Background: an optimization exercise with open tools, aiming at small area. Do not read the settings as production practice. The RTL was checked by simulation tests, not by an equivalence proof against the original design. Power is estimated from default activity; no workload was simulated. The clock port is modelled as an ideal driver; clocking choices that lean on that would not hold on a real chip.

==> flow/design.v (excerpt) <==
module uart_ip_top (
    sys_clk,
    reset,
    din,
    ri,
    si,
    tx,
    dout,
    ro,
    so,
    rx
);
Size: roughly 330 flip-flops, roughly 24 I/O pins, about 13000 um2 of cells after synthesis.
clock: 20.0 ns
lec_check: 0
cap_margin: 20
core_margin: 2
core_utilization: 40
cts_buf_list: sky130_fd_sc_hd__clkbuf_8
cts_cluster_diameter: 60
cts_cluster_size: 16
slew_margin: 20
run.sh (not shown) runs the stock make flow with config.mk's settings and CLKGATE_MAP_FILE= SYNTH_SCRIPT=/design/flow/synth_recipe.tcl, a recipe that flattens the netlist after the stock synthesis.
The baseline completed without violations.
Change:
CTS_BUF_LIST = default   (was sky130_fd_sc_hd__clkbuf_8)
CTS_CLUSTER_DIAMETER = default   (was 60)
CTS_CLUSTER_SIZE = default   (was 16)
Outcome: Maximum frequency hardly moves; synthesized area stays the same; power came out higher by 18%; cell area increases by about 3.7%; die area stays the same; core utilization went up by 1.6 points; clock power climbs by 57%; global-route usage goes up by 0.26 points.

Another version of the RTL of uart_ip_top (not shown whole).
For scale: roughly 790 cells after synthesis, about 330 flip-flops, about 24 I/O pins, ~0.0096 mm² of cells after synthesis.
// uart_ip_top
module uart_ip_top (
    sys_clk,
    reset,
    din,
    ri,
    si,
    tx,
    dout,
    ro,
    so,
    rx
);
clock: 20.0 ns
lec_check: 0
cap_margin: 20
core_margin: 2
core_utilization: 60
slew_margin: 20
standard.sh (not shown) runs the stock make flow with config.mk's settings and CLKGATE_MAP_FILE= SYNTH_SCRIPT=/design/flow/synth_recipe.tcl, a recipe that flattens the netlist after the stock synthesis.
==> flow/flow/run.sh <==
#!/bin/bash
# Own layout flow: the standard layout (standard.sh), with these changes.
#  1. Synthesis is ORFS's (synth_recipe.tcl, unchanged), but ABC maps the
#     logic with an area-only script (flow/abc_map.script, ABC amap) in place of
#     ORFS's delay-oriented abc_speed.script. Flip-flops are mapped by
#     dfflibmap before ABC runs, so the registers are the standard ones.
#     Adders are left to ABC as plain logic (no ADDER_MAP_FILE cells and no
#     Kogge-Stone carry map), which ABC maps smaller for this design.
#  2. Port buffers use the smallest buffer cell.
#  3. Clock tree synthesis without dummy loads.
# Each tool's output goes to a log file in this folder.
set -euo pipefail
here=$(pwd)
rm -rf "$here/scripts_abc"
cp -r "$FLOW_HOME/scripts" "$here/scripts_abc"
cp "$here/flow/abc_map.script" "$here/scripts_abc/abc_speed.script"
bash standard.sh SCRIPTS_DIR="$here/scripts_abc" ADDER_MAP_FILE= SYNTH_OPERATIONS_ARGS=-nofsm synth > "$here/synth.log" 2>&1
cts="-sink_clustering_enable -repair_clock_nets -dont_use_dummy_load"
cts="$cts -sink_clustering_size $(cat flow/cts_size) -sink_clustering_max_diameter $(cat flow/cts_diam)"
cts="$cts -buf_list $(cat flow/cts_buf)"
bash standard.sh BUFFER_PORTS_ARGS="-buffer_cell sky130_fd_sc_hd__buf_1" CTS_ARGS="$cts" > "$here/layout.log" 2>&1
test -s out/final.def
==> flow/flow/abc_map.script <==
strash
ifraig
scorr
dc2
strash
dch
amap -F 4 -A 8
topo
stime -c
==> flow/flow/cts_buf <==
sky130_fd_sc_hd__clkbuf_8
==> flow/flow/cts_diam <==
60
==> flow/flow/cts_size <==
20
The first run produced a clean layout.
Then changed:
==> flow/flow/cts_buf (replaced) <==
sky130_fd_sc_hd__clkbuf_16
==> flow/flow/cts_diam (replaced) <==
100
==> flow/flow/cts_size (replaced) <==
34
Outcome:
- worst setup slack loses 0.017 ns
- total power increases by 1.7%
- final area increases by about 0.5%
- cell count decreases by 0.67%
- routed wire length decreases by about 1%
- count of clock-buffer cells in the layout decreases by 7
- clock power increases by about 9%
- sequential power stays flat
- first-iteration DRC count increases by 6.6%
- sequential cell count does not change
- combinational power barely changes
Then changed:
--- a/flow/flow/run.sh
+++ b/flow/flow/run.sh
@@ -4,3 +4,3 @@
-#     logic with an area-only script (flow/abc_map.script, ABC amap) in place of
-#     ORFS's delay-oriented abc_speed.script. Flip-flops are mapped by
-#     dfflibmap before ABC runs, so the registers are the standard ones.
+#     logic with an area-only script (flow/abc_map.script, ABC amap) in
+#     place of ORFS's delay-oriented abc_speed.script. Flip-flops are mapped
+#     by dfflibmap before ABC runs, so the registers are the standard ones.
@@ -10,2 +10,4 @@
-#  3. Clock tree synthesis without dummy loads.
-# Each tool's output goes to a log file in this folder.
+#  3. Clock tree: clkbuf_8 buffers, clusters of up to 20 registers within
+#     100 um, and no dummy loads.
+# Each tool's output goes to a log file in this folder (synth.log,
+# layout.log; ORFS's per-step logs are under orfs/logs).
@@ -19,2 +21,2 @@
-cts="$cts -sink_clustering_size $(cat flow/cts_size) -sink_clustering_max_diameter $(cat flow/cts_diam)"
-cts="$cts -buf_list $(cat flow/cts_buf)"
+cts="$cts -sink_clustering_size 20 -sink_clustering_max_diameter 100"
+cts="$cts -buf_list sky130_fd_sc_hd__clkbuf_8"
==> flow/flow/abc_map.script (replaced) <==
strash
ifraig
scorr
dc2
strash
dch
amap -F 4 -A 8
strash
dch
amap -F 4 -A 8
topo
stime -c
removed: flow/flow/cts_buf
removed: flow/flow/cts_diam
removed: flow/flow/cts_size
What happened:
- clock skew climbs by 0.018 ns
- sequential cell count stays the same
- utilization drops by 0.37 points
- critical path depth is unchanged
- cell area drops by 0.56%
- hold slack is worse by 0.0059 ns
- clock power drops by 8.4%
- worst setup slack is worse by 0.025 ns
Then changed:
--- a/flow/flow/run.sh
+++ b/flow/flow/run.sh
@@ -21,2 +21,2 @@
-cts="$cts -sink_clustering_size 20 -sink_clustering_max_diameter 100"
-cts="$cts -buf_list sky130_fd_sc_hd__clkbuf_8"
+cts="$cts -sink_clustering_size 11 -sink_clustering_max_diameter 100"
+cts="$cts -buf_list sky130_fd_sc_hd__clkbuf_4"
==> flow/flow/abc_map.script (replaced) <==
strash
ifraig
scorr
dc2
strash
dch
amap -F 4 -A 8
topo
stime -c
After rerunning: Sequential cell count does not change. Worst setup slack gets better by 0.033 ns. Die area hardly moves. Global-route usage is higher by 0.87 points. First-iteration DRC count went up by 20%. Maximum frequency went up by 0.37%.
Then changed:
--- a/flow/flow/run.sh
+++ b/flow/flow/run.sh
@@ -4,3 +4,3 @@
-#     logic with an area-only script (flow/abc_map.script, ABC amap) in
-#     place of ORFS's delay-oriented abc_speed.script. Flip-flops are mapped
-#     by dfflibmap before ABC runs, so the registers are the standard ones.
+#     logic with an area-only script (flow/abc_map.script, ABC amap) in place of
+#     ORFS's delay-oriented abc_speed.script. Flip-flops are mapped by
+#     dfflibmap before ABC runs, so the registers are the standard ones.
@@ -10,4 +10,2 @@
-#  3. Clock tree: clkbuf_8 buffers, clusters of up to 20 registers within
-#     100 um, and no dummy loads.
-# Each tool's output goes to a log file in this folder (synth.log,
-# layout.log; ORFS's per-step logs are under orfs/logs).
+#  3. Clock tree synthesis without dummy loads.
+# Each tool's output goes to a log file in this folder.
@@ -21,2 +19,2 @@
-cts="$cts -sink_clustering_size 11 -sink_clustering_max_diameter 100"
-cts="$cts -buf_list sky130_fd_sc_hd__clkbuf_4"
+cts="$cts -sink_clustering_size $(cat flow/cts_size) -sink_clustering_max_diameter $(cat flow/cts_diam)"
+cts="$cts -buf_list $(cat flow/cts_buf)"
==> flow/flow/cts_buf (new file) <==
sky130_fd_sc_hd__clkbuf_8
==> flow/flow/cts_diam (new file) <==
100
==> flow/flow/cts_size (new file) <==
20
--- a/flow/config.mk
+++ b/flow/config.mk
@@ -10 +10 @@
-export CORE_UTILIZATION = 60
+export CORE_UTILIZATION = 70
=> The changed run ran to the end with no violations; global-route usage is higher by 3.4 points; core utilization is higher by 12 points; routed wire length is lower by a few percent; synthesized area is unchanged; cell area is lower slightly; maximum frequency is lower slightly; critical path depth is unchanged; synthesized cell count stays the same; register-to-register slack gains 0.04 ns.
Then changed:
==> flow/flow/cts_buf (replaced) <==
sky130_fd_sc_hd__clkbuf_4
==> flow/flow/cts_size (replaced) <==
12
--- a/flow/config.mk
+++ b/flow/config.mk
@@ -10 +10 @@
-export CORE_UTILIZATION = 70
+export CORE_UTILIZATION = 60
Result: The changed run completed with no timing, DRC or antenna violations; area after synthesis is unchanged; flip-flop and latch count does not change; total power decreases by 1.2%.

The RTL this note starts from:
==> flow/design.v <==
`timescale 1ns/1ps
module uart_ip_top (
    sys_clk,
    reset,
    din,
    ri,
    si,
    tx,
    dout,
    ro,
    so,
    rx
);
    input           sys_clk;
    input           reset;
    input   [0:7]   din;
    input           si;
    output          ri;
    output          tx;
    output  [0:7]   dout;
    input           ro;
    output          so;
    input           rx;
    reg     [8:0]   tq;
    wire    [8:0]   tc = tq ^ 9'b001010100;
    wire            bit_tick = tc[8] & ~tc[7] & tc[6] & ~tc[5] & tc[4] & ~tc[3] & tc[2] & ~tc[0];
    wire            tc_two   = tc[8] & ~tc[7] & ~tc[5] & tc[4] & ~tc[3] & ~tc[2] & ~tc[1] & tc[0];
    always @(posedge sys_clk, posedge reset)
        if (reset)  tq <= 9'd0;
        else        tq <= {tc[7:0], tc[8] ^ tc[3] ^ bit_tick} ^ 9'b001010100;
    reg     [0:7]   tmem [0:15];
    reg     [3:0]   twpos;
    reg     [3:0]   trpos;
    reg             tlastw;
    wire            t_eq   = (twpos == trpos);
    wire            t_full = t_eq & tlastw;
    wire            t_ne   = ~t_eq | tlastw;
    integer         ti;
    assign ri = si & ~t_full;
    always @(posedge sys_clk)
        for (ti = 0; ti < 16; ti = ti + 1)
            tmem[ti] <= ~((ri && twpos == ti) ? ((ti % 2) ? ~din : din) : tmem[(ti + 15) % 16]);
    always @(posedge sys_clk, posedge reset)
        if (reset)  twpos <= 4'd0;
        else        twpos <= twpos + {3'd0, ri} + 4'd1;
    reg     [3:0]   tpq;
    wire    [3:0]   tp = tpq ^ 4'b0011;
    reg             e_s, e_ss;       
    wire            t_idle = (tp == 4'd3);
    always @(posedge sys_clk, posedge reset)
        if (reset) begin
            tpq  <= 4'd0;
            e_s  <= 1'b0;
            e_ss <= 1'b0;
        end
        else if (bit_tick) begin
            e_s  <= t_ne;
            e_ss <= e_s;
            if (t_idle) begin
                if (e_ss) tpq <= 4'd7 ^ 4'b0011;
            end
            else tpq <= (tp + 4'd1) ^ 4'b0011;
        end
    wire            t_rd = tc_two && tp == 4'd7;
    always @(posedge sys_clk, posedge reset)
        if (reset) begin
            trpos  <= 4'd0;
            tlastw <= 1'b0;
        end
        else begin
            trpos <= trpos + {3'd0, t_rd} + 4'd1;
            if (ri != t_rd) tlastw <= ri;
        end
    reg     [0:7]   dt;
    always @(posedge sys_clk)
        if (t_idle && trpos == 4'd0) dt <= tmem[15];
    wire            dbit = dt[~tp[2:0]];
    reg             par;
    always @(posedge sys_clk)
        if (bit_tick) par <= tp[3] & (par ^ dbit);
    assign tx = tp[3] ? dbit : (tp[2] ? 1'b0 : ((tp[1] | tp[0]) ? 1'b1 : par));
    reg     [4:0]   rq;
    wire    [4:0]   rc = rq ^ 5'b11011;
    wire            s_tick = (rc == 5'b01011);
    wire            rc_two = ~rc[4] & rc[3] & rc[2] & ~rc[0];
    always @(posedge sys_clk, posedge reset)
        if (reset)  rq <= 5'd0;
        else        rq <= {rc[3:0], rc[4] ^ rc[1] ^ s_tick} ^ 5'b11011;
    reg             d1, d2, d3;
    always @(posedge sys_clk, posedge reset)
        if (reset) begin
            d1 <= 1'b0;
            d2 <= 1'b0;
            d3 <= 1'b0;
        end
        else if (s_tick) begin
            d1 <= rx;
            d2 <= d1;
            d3 <= d2;
        end
    reg             rbusy;           
    wire            ridle = ~rbusy;
    reg     [7:0]   k;
    wire            k_done = ~k[7] & ~k[6] & k[5];
    wire            r_done = ~ridle & k_done;
    always @(posedge sys_clk, posedge reset)
        if (reset) rbusy <= 1'b0;
        else if (s_tick) begin
            if (ridle) begin
                if (~d2 & d3) rbusy <= 1'b1;
            end
            else if (k_done) rbusy <= 1'b0;
        end
    always @(posedge sys_clk)
        if (s_tick) begin
            if (ridle) k <= 8'h79;
            else       k <= k + 8'd1;
        end
    reg     [0:7]   sr;
    wire            shift = k[7] & (k[3:0] == 4'hf);
    always @(posedge sys_clk)
        if (s_tick && shift) sr <= {rx, sr[0:6]};
    reg     [0:7]   ring [0:15];
    reg     [3:0]   rpos;
    reg     [3:0]   wpos;
    reg             rlastw;
    reg             f_s, f_ss;       
    reg             wp;              
    wire            r_eq   = (rpos == wpos);
    wire            r_full = r_eq & rlastw;
    wire            wgo    = wp & rc_two;
    wire            rd     = so & ro;
    wire            wr_now = ~ridle & ~k[7] & ~k[6] & ~r_full & (wpos == 4'd15);
    always @(posedge sys_clk, posedge reset)
        if (reset) begin
            f_s  <= 1'b0;
            f_ss <= 1'b0;
            wp   <= 1'b0;
        end
        else begin
            if (s_tick) begin
                f_s  <= r_full;
                f_ss <= f_s;
            end
            if (s_tick && r_done) wp <= ~f_ss;
            else if (rc_two)      wp <= 1'b0;
        end
    integer         ri_;
    always @(posedge sys_clk) begin
        for (ri_ = 1; ri_ < 16; ri_ = ri_ + 1)
            ring[ri_] <= ring[ri_ - 1];
        ring[0] <= wr_now ? sr : ring[15];
    end
    always @(posedge sys_clk, posedge reset)
        if (reset) begin
            rpos   <= 4'd0;
            wpos   <= 4'd0;
            rlastw <= 1'b0;
        end
        else begin
            rpos <= rpos + {3'd0, rd} + 4'd1;
            wpos <= wpos + {3'd0, wgo} + 4'd1;
            if (wgo != rd) rlastw <= wgo;
        end
    assign so   = ~r_eq | rlastw;
    assign dout = rd ? ring[rpos] : 8'd0;
endmodule
export LEC_CHECK = 0
export CAP_MARGIN = 20
export CORE_MARGIN = 2
export CORE_UTILIZATION = 60
export SLEW_MARGIN = 20
create_clock -name core_clock -period 20.0 [get_ports {sys_clk}]
==> flow/flow/run.sh <==
#!/bin/bash
# Own layout flow: the standard layout (standard.sh), with these changes.
#  1. Synthesis is ORFS's (synth_recipe.tcl, unchanged), but ABC maps the
#     logic with an area-only script (flow/abc_map.script, ABC amap) in place of
#     ORFS's delay-oriented abc_speed.script. Flip-flops are mapped by
#     dfflibmap before ABC runs, so the registers are the standard ones.
#     Adders are left to ABC as plain logic (no ADDER_MAP_FILE cells and no
#     Kogge-Stone carry map), which ABC maps smaller for this design.
#  2. Port buffers use the smallest buffer cell.
#  3. Clock tree synthesis without dummy loads.
# Each tool's output goes to a log file in this folder.
set -euo pipefail
here=$(pwd)
rm -rf "$here/scripts_abc"
cp -r "$FLOW_HOME/scripts" "$here/scripts_abc"
cp "$here/flow/abc_map.script" "$here/scripts_abc/abc_speed.script"
bash standard.sh SCRIPTS_DIR="$here/scripts_abc" ADDER_MAP_FILE= SYNTH_OPERATIONS_ARGS=-nofsm synth > "$here/synth.log" 2>&1
cts="-sink_clustering_enable -repair_clock_nets -dont_use_dummy_load"
cts="$cts -sink_clustering_size $(cat flow/cts_size) -sink_clustering_max_diameter $(cat flow/cts_diam)"
cts="$cts -buf_list $(cat flow/cts_buf)"
bash standard.sh BUFFER_PORTS_ARGS="-buffer_cell sky130_fd_sc_hd__buf_1" CTS_ARGS="$cts" > "$here/layout.log" 2>&1
test -s out/final.def
==> flow/flow/abc_map.script <==
strash
ifraig
scorr
dc2
strash
dch
amap -F 4 -A 8
topo
stime -c
==> flow/flow/cts_buf <==
sky130_fd_sc_hd__clkbuf_8
==> flow/flow/cts_diam <==
100
==> flow/flow/cts_size <==
18
Change:
==> flow/flow/cts_size (replaced) <==
20
- CORE_UTILIZATION: 60 -> 50
What happened:
- register-to-register slack is better by 0.08 ns
- power goes down by 1.1%
- wire length goes up by 0.73%
- design area is about the same
- worst setup slack is worse by 0.091 ns
- worst hold slack is better by 0.0086 ns
- synthesized area stays the same
Change:
- CORE_UTILIZATION: 50 -> 60
The changed run completed without violations.
Total power barely changes.
Non-clock buffer count is unchanged.
Final area decreases by 0.32%.
Fmax goes up by 1.0%.

static timing again, ports no longer ideal:
Ports are ideal in the flow. The routed layouts listed here were re-timed in OpenROAD. Step 1 assumes that a clkbuf_16 drives the clock port and a buf_2 every other input. Step 2 times the ports against the registers' clock, not the clock port: input delays grow and output delays shrink by t, the midpoint of the rising clock arrivals with the driver on. a / b / c = ideal / step 1 / step 2; a / b = the first two.
run | shift t [ns] | setup slack, ns | slew at the worst register clock pin (ns) | pins driven straight from the clock port
the first run of note 1 | 0.615 | 10.438 / 10.409 / 10.409 | 0.11 / 0.11 | 1
the second run of note 1 | 0.562 | 10.435 / 10.405 / 10.405 | 0.06 / 0.06 | 1
the first run of note 2 | 0.577 | 11.148 / 11.125 / 11.125 | 0.12 / 0.12 | 1
the second run of note 2 | 0.512 | 11.131 / 11.109 / 11.109 | 0.12 / 0.12 | 1
the third run of note 2 | 0.549 | 11.107 / 11.081 / 11.081 | 0.12 / 0.12 | 1
the fourth run of note 2 | 0.641 | 11.139 / 11.117 / 11.117 | 0.12 / 0.12 | 1
the fifth run of note 2 | 0.542 | 11.108 / 11.082 / 11.082 | 0.12 / 0.12 | 1
the sixth run of note 2 | 0.700 | 11.123 / 11.101 / 11.101 | 0.12 / 0.12 | 1
the first run of note 3 | 0.556 | 11.144 / 11.121 / 11.121 | 0.11 / 0.11 | 1
the second run of note 3 | 0.543 | 11.053 / 11.031 / 11.031 | 0.12 / 0.12 | 1
the third run of note 3 | 0.545 | 11.145 / 11.123 / 11.123 | 0.11 / 0.11 | 1
After both steps every run listed still meets setup and hold. The setup slack of the second run of note 1, which loses most, moves by -0.030 ns with the drivers and by -0.030 ns with both steps.
